This design comes from an exercise in tuning for small area, a short achievable clock period and few clock cycles on the open sky130 flow, not from production work. Only simulation tests tie the RTL to the original design; equivalence was not proved.

== raven ==
// MulDivUnit
module MulDivUnit (
    input logic clk,
    input logic rst,
    input logic stall,
    input logic [DATA_WIDTH-1:0] dataInA,
    input logic [DATA_WIDTH-1:0] dataInB,
    input logic mulGetUpper,
    input logic [1:0] mulCode,
    input logic [1:0] divCode,
    input logic divReset,
    input logic divResetFromCI_Stage,
    input logic divReq,
    input logic divAcquire,
    input logic divRelease,
    output logic [DATA_WIDTH-1:0] mulDataOut,
    output logic [DATA_WIDTH-1:0] divDataOut,
    output logic divFinished,
    output logic divBusy,
    output logic divReserved,
    output logic divFree
);
clock: 10.0 ns
lec_check: 0
abc_area: 1
cap_margin: 20
core_margin: 2
core_utilization: 40
setup_slack_margin: 5.0
slew_margin: 20
tns_end_percent: 1
buffer_ports_args: -buffer_cell sky130_fd_sc_hd__buf_2
standard.sh (not shown) runs the stock make flow with config.mk's settings and CLKGATE_MAP_FILE= SYNTH_SCRIPT=/design/flow/synth_recipe.tcl, a recipe that flattens the netlist after the stock synthesis.
==> flow/flow/run.sh <==
#!/bin/bash
# The standard layout, except that the ports are buffered with buf_2 cells
# (the default picks clkdlybuf4s50_1, a delay cell, for every port buffer).
set -euo pipefail
echo 'export BUFFER_PORTS_ARGS = -buffer_cell sky130_fd_sc_hd__buf_2' >> config.mk
bash standard.sh finish > standard.log 2>&1
Testbench counts of raven, summed over its fixed seeds: cycles 9,452.
Here is what was changed in the inputs of ember compared with raven.
# raven
export LEC_CHECK = 0
export ABC_AREA = 1
export CAP_MARGIN = 20
export CORE_MARGIN = 2
export CORE_UTILIZATION = 40
export SETUP_SLACK_MARGIN = 5.0
export SLEW_MARGIN = 20
export TNS_END_PERCENT = 1
export BUFFER_PORTS_ARGS = -buffer_cell sky130_fd_sc_hd__buf_2
create_clock -name core_clock -period 10.0 [get_ports {clk}]
# ember
export LEC_CHECK = 0
export ABC_AREA = 1
export CAP_MARGIN = 20
export CORE_MARGIN = 2
export CORE_UTILIZATION = 40
export SETUP_SLACK_MARGIN = 5.0
export SLEW_MARGIN = 20
export TNS_END_PERCENT = 1
create_clock -name core_clock -period 10.0 [get_ports {clk}]
==> flow/run.sh (new file) <==
#!/bin/bash
# synth_recipe.tcl (not shown) runs the flow's synth.tcl, then flattens the netlist and writes it again
# the make line also repeats each setting of config.mk as NAME=value (left out here)
make -C /OpenROAD-flow-scripts/flow DESIGN_CONFIG=/design/flow/config.mk WORK_HOME=/design/flow/orfs CLKGATE_MAP_FILE= SYNTH_SCRIPT=/design/flow/synth_recipe.tcl finish
removed: flow/flow/run.sh
removed: flow/standard.sh
Number of stages on the worst setup path ended up 5 lower on ember than on raven. raven completed every stage of the flow, and the final layout passed the timing, design-rule and antenna checks. ember finished every stage and its layout cleared the timing, design-rule and antenna checks. Number of cells traversed by the worst register-to-register path: ember and raven compared, lower one is raven. ~same overall routing resource usage in ember and raven. ember ended with more least setup slack across all paths after layout than raven.
Input-level comparison between delta and ember:
# ember
export LEC_CHECK = 0
export ABC_AREA = 1
export CAP_MARGIN = 20
export CORE_MARGIN = 2
export CORE_UTILIZATION = 40
export SETUP_SLACK_MARGIN = 5.0
export SLEW_MARGIN = 20
export TNS_END_PERCENT = 1
create_clock -name core_clock -period 10.0 [get_ports {clk}]
# delta
export LEC_CHECK = 0
export ABC_AREA = 1
export CAP_MARGIN = 10
export CORE_MARGIN = 2
export CORE_UTILIZATION = 40
export SETUP_SLACK_MARGIN = 5.0
export SLEW_MARGIN = 10
export TNS_END_PERCENT = 1
create_clock -name core_clock -period 10.0 [get_ports {clk}]
- Changes observed in delta relative to ember: worst max-slew margin expressed relative to the limit fell by 5.0 points; final worst-path setup slack fell by 0.017 ns; design area stayed essentially flat.
- Total length of routed wires across ember and delta: no real change.
- Global-route wire length before repair: ember vs delta — no meaningful difference
- delta against ember: fraction of layout cells with a size suffix above 1 essentially unchanged; number of well taps held.


MulDivUnit again, from the RTL that the note above started with.
make LEC_CHECK=0 ABC_AREA=1 CAP_MARGIN=20 CORE_MARGIN=2 CORE_UTILIZATION=50 SETUP_SLACK_MARGIN=5.0 SLEW_MARGIN=20 TNS_END_PERCENT=5 finish   # period 10.0 ns
run.sh (not shown) runs the stock make flow with config.mk's settings and CLKGATE_MAP_FILE= SYNTH_SCRIPT=/design/flow/synth_recipe.tcl, a recipe that flattens the netlist after the stock synthesis.
Stock flow here: none of the scripts above is used.
Testbench counts at the start, summed over its fixed seeds: cycles 9,452.
Next try:
- CORE_UTILIZATION: 50 -> 40
- SETUP_SLACK_MARGIN: 5.0 -> 4.8
- TNS_END_PERCENT: 5 -> 20
Result: Routed wire length hardly moves; die area rises by a quarter to a third; cell area falls slightly; synthesized area is unchanged; setup slack gets worse by 0.040 ns; cell count rises by a few percent; worst hold slack gets better by 0.016 ns; global-route usage falls by 7.8 points.
Next try:
- PLACE_DENSITY: unset -> 0.72
- SETUP_SLACK_MARGIN: 4.8 -> 5.0
- TNS_END_PERCENT: 20 -> 5
The changed run went through all stages and came out clean; routed wire length goes down by 3.6%; utilization goes up by 0.24 points; cell area goes up by 0.52%; sequential cell count does not change.

## what the ideal ports hide
Ports are ideal in the flow. The routed layouts listed here were re-timed in OpenROAD. Step 1 sets driving cells, clkbuf_16 on the clock port and buf_2 on the other inputs (assumed; they add their load-dependent delay and slew). Step 2 adds t to the input delays and takes it off the output delays; t is the mean of the earliest and latest rising clock arrival at the registers after step 1. Input paths then give back, and output paths get back, about the clock's delay inside the block. Slacks: ideal ports / drivers / drivers and shift; pairs: ideal ports / drivers.
run | shift t [ns] | setup slack, ns | worst data-port slew with drivers (ns) | pins driven straight from the clock port
raven | 0.675 | 4.594 / 4.594 / 4.074 | 0.04 | 1
ember | 0.665 | 4.618 / 4.547 / 4.032 | 0.05 | 1
delta | 0.665 | 4.601 / 4.530 / 4.017 | 0.05 | 1
the first run of note 2 | 0.677 | 4.611 / 4.611 / 4.184 | 0.12 | 1
the second run of note 2 | 0.669 | 4.571 / 4.561 / 3.986 | 0.05 | 1
the third run of note 2 | 0.695 | 4.518 / 4.518 / 3.990 | 0.06 | 1
After both steps setup and hold are still met in every run listed. For ember, which loses most, drivers alone change the setup slack by -0.071 ns; drivers and shift together by -0.586 ns.
